From an optimization exercise on the open Yosys and OpenROAD flow, aimed at small area and a short achievable clock period; shortcuts taken in it are not production practice. Power figures rest on the tool's default switching activity, not on a simulated workload.

## LOG2_FIXED_POINT
module LOG2_FIXED_POINT
          (i_CLK,
           i_RSTn,
           i_VALID,
           i_DATA_VALID,
           i_DATA,
           o_VALID,
           o_LOG2_VALID,
           o_LOG2);
Size: about 130 cells after synthesis, roughly 41 I/O pins.
==> module LOG2_FIXED_POINT, before the edit <==
module LOG2_FIXED_POINT
          (i_CLK,
           i_RSTn,
           i_VALID,
           i_DATA_VALID,
           i_DATA,
           o_VALID,
           o_LOG2_VALID,
           o_LOG2);
  input   i_CLK;
  input   i_RSTn;
  input   i_VALID;
  input   i_DATA_VALID;
  input   [15:0] i_DATA;   
  output  o_VALID;
  output  o_LOG2_VALID;
  output  signed [18:0] o_LOG2;   
  wire [15:0] x = i_DATA;
  wire        p3 = |x[15:8];
  wire [15:3] y1 = p3 ? x[15:3] : {x[7:0], 5'b0};
  wire        p2 = |y1[15:12];
  wire [15:7] y2 = p2 ? y1[15:7] : y1[11:3];
  wire        p1 = |y2[15:14];
  wire [15:9] y3 = p1 ? y2[15:9] : y2[13:7];
  wire        p0 = y3[15];
  wire [4:0]  m  = p0 ? y3[14:10] : y3[13:9];
  wire        zero = ~p0 & ~y3[14];
  wire [4:0]  ip = zero ? 5'b11000 : {1'b0, p3, p2, p1, p0} - 5'd7;
  reg  [4:0]  r_m;     
  reg  [4:0]  r_ip;    
  reg         r_vld;   
  always @(posedge i_CLK or negedge i_RSTn)
    if (!i_RSTn)
      r_vld <= 1'b0;
    else if (i_VALID)
      r_vld <= i_DATA_VALID;
  always @(posedge i_CLK)
    if (i_VALID) begin
      r_m  <= m;
      r_ip <= ip;
    end
  localparam [31:0] TBIT0 = 32'hf77f0002;
  localparam [31:0] TBIT1 = 32'h05051774;
  localparam [31:0] TBIT2 = 32'h06531afa;
  localparam [31:0] TBIT3 = 32'had30e356;
  localparam [31:0] TBIT4 = 32'h630ffc64;
  localparam [31:0] TBIT5 = 32'hb5aaaad2;
  localparam [31:0] TBIT6 = 32'hc6333364;
  localparam [31:0] TBIT7 = 32'hf83c3c78;
  localparam [31:0] TBIT8 = 32'hffc03f80;
  localparam [31:0] TBIT9 = 32'hffffc000;
  wire [9:0] t = {TBIT9[r_m], TBIT8[r_m], TBIT7[r_m], TBIT6[r_m], TBIT5[r_m],
                  TBIT4[r_m], TBIT3[r_m], TBIT2[r_m], TBIT1[r_m], TBIT0[r_m]};
  assign o_LOG2       = {{4{r_ip[4]}}, r_ip, t};
  assign o_LOG2_VALID = r_vld;
  assign o_VALID      = i_VALID;
endmodule   
export LEC_CHECK = 0
export CAP_MARGIN = 20
export CORE_MARGIN = 2
export CORE_UTILIZATION = 20
export SLEW_MARGIN = 20
create_clock -name core_clock -period 4.0 [get_ports {i_CLK}]
standard.sh (not shown) runs the stock make flow with config.mk's settings and CLKGATE_MAP_FILE= SYNTH_SCRIPT=/design/flow/synth_recipe.tcl, a recipe that flattens the netlist after the stock synthesis.
==> flow/flow/run.sh <==
#!/bin/bash
# Own layout flow: synthesis with an area-oriented ABC script, then the standard flow's
# standard ORFS layout from that netlist, with minimum-size port buffers.
set -euo pipefail
here=$(pwd)
YOSYS=$FLOW_HOME/../tools/install/yosys/bin/yosys
LIB=$FLOW_HOME/platforms/sky130hd/lib/sky130_fd_sc_hd__tt_025C_1v80.lib
DU="-dont_use *probe* -dont_use *lpflow* -dont_use *clkdly* -dont_use *dlygate* -dont_use *dlymetal*"
mkdir -p syn
cat > syn/synth.ys <<EOS
read_liberty -lib $LIB
read_verilog -defer $FLOW_DESIGN
hierarchy -check -top $FLOW_TOP
synth -flatten -nofsm -noshare -top $FLOW_TOP
opt -purge
dfflibmap -liberty $LIB $DU
opt
abc -script $here/flow/area.abc -liberty $LIB $DU
setundef -zero
splitnets
opt_clean -purge
hilomap -singleton -hicell sky130_fd_sc_hd__conb_1 HI -locell sky130_fd_sc_hd__conb_1 LO
insbuf -buf sky130_fd_sc_hd__buf_1 A X
rename -hide w:*\$func\$*
check -assert -mapped
tee -o $here/syn/stat.txt stat -liberty $LIB
write_verilog -noattr -nohex -nodec $here/syn/netlist.v
EOS
$YOSYS -l syn/yosys.log -q syn/synth.ys > /dev/null
bash standard.sh SYNTH_NETLIST_FILES=$here/syn/netlist.v \
  "BUFFER_PORTS_ARGS=-buffer_cell sky130_fd_sc_hd__buf_1" \
  ${FLOW_EXTRA:-} finish > standard.log 2>&1
==> flow/flow/area.abc <==
strash; &get -n; &deepsyn -T 30; &put; dch -f; map -D 1600; topo; buffer -p; upsize -D 1600; dnsize -D 1600; topo
==> next run, changes <==
--- a/flow/design.v
+++ b/flow/design.v
@@ -15,19 +15,15 @@
   output  o_VALID;
   output  o_LOG2_VALID;
   output  signed [18:0] o_LOG2;   
-  wire [15:0] x = i_DATA;
+  wire [15:0] x  = i_DATA;
   wire        p3 = |x[15:8];
   wire [15:3] y1 = p3 ? x[15:3] : {x[7:0], 5'b0};
   wire        p2 = |y1[15:12];
   wire [15:7] y2 = p2 ? y1[15:7] : y1[11:3];
   wire        p1 = |y2[15:14];
   wire [15:9] y3 = p1 ? y2[15:9] : y2[13:7];
-  wire        p0 = y3[15];
-  wire [4:0]  m  = p0 ? y3[14:10] : y3[13:9];
-  wire        zero = ~p0 & ~y3[14];
-  wire [4:0]  ip = zero ? 5'b11000 : {1'b0, p3, p2, p1, p0} - 5'd7;
-  reg  [4:0]  r_m;     
-  reg  [4:0]  r_ip;    
+  reg  [15:9] r_y3;    
+  reg  [3:1]  r_p;     
   reg         r_vld;   
   always @(posedge i_CLK or negedge i_RSTn)
     if (!i_RSTn)
@@ -36,9 +32,13 @@
       r_vld <= i_DATA_VALID;
   always @(posedge i_CLK)
     if (i_VALID) begin
-      r_m  <= m;
-      r_ip <= ip;
+      r_y3 <= y3;
+      r_p  <= {p3, p2, p1};
     end
+  wire        p0   = r_y3[15];
+  wire [4:0]  r_m  = p0 ? r_y3[14:10] : r_y3[13:9];    
+  wire        zero = ~p0 & ~r_y3[14];
+  wire [4:0]  r_ip = zero ? 5'b11000 : {1'b0, r_p, p0} - 5'd7;
   localparam [31:0] TBIT0 = 32'hf77f0002;
   localparam [31:0] TBIT1 = 32'h05051774;
   localparam [31:0] TBIT2 = 32'h06531afa;
Outcome:
- The changed run went through all stages and came out clean
- sequential cell count is unchanged
- worst setup slack degrades by 410 ps
- area after synthesis rises by 6.2%
- power rises by about 16%
- clock-buffer cell count is unchanged
- core utilization rises by 2.0 points
- cell area rises by about 11%
No functional check of the RTL was part of any run of this note.

==> static timing again, ports no longer ideal <==
The flow's constraints put no driver on any port. The routed layouts listed below were extracted and timed again, unchanged, in two steps.
Step 1 (the two cells are an assumption about what drives the block):
set clk [get_ports {i_CLK}]
set_driving_cell -lib_cell sky130_fd_sc_hd__clkbuf_16 $clk
set_driving_cell -lib_cell sky130_fd_sc_hd__buf_2 [delete_from_list [all_inputs] $clk]
Step 2 adds t to the input delays and takes it off the output delays; t is the mean of the earliest and latest rising clock arrival at the registers after step 1. Input paths then give back, and output paths get back, about the clock's delay inside the block.
a / b / c = no drivers / after step 1 / after step 2; a / b = the first two.
run | shift t [ns] | slack for setup (ns) | worst hold slack (ns) | latest minus earliest clock arrival (ns) | pins driven straight from the clock port
the first run | 0.265 | 0.822 / 0.795 / 0.952 | 0.312 / 0.307 / 0.508 | 0.001 / 0.001 | 1
the second run | 0.252 | 0.413 / 0.390 / 0.641 | 0.326 / 0.325 / 0.509 | 0.001 / 0.001 | 1
After both steps every run listed still meets setup and hold.
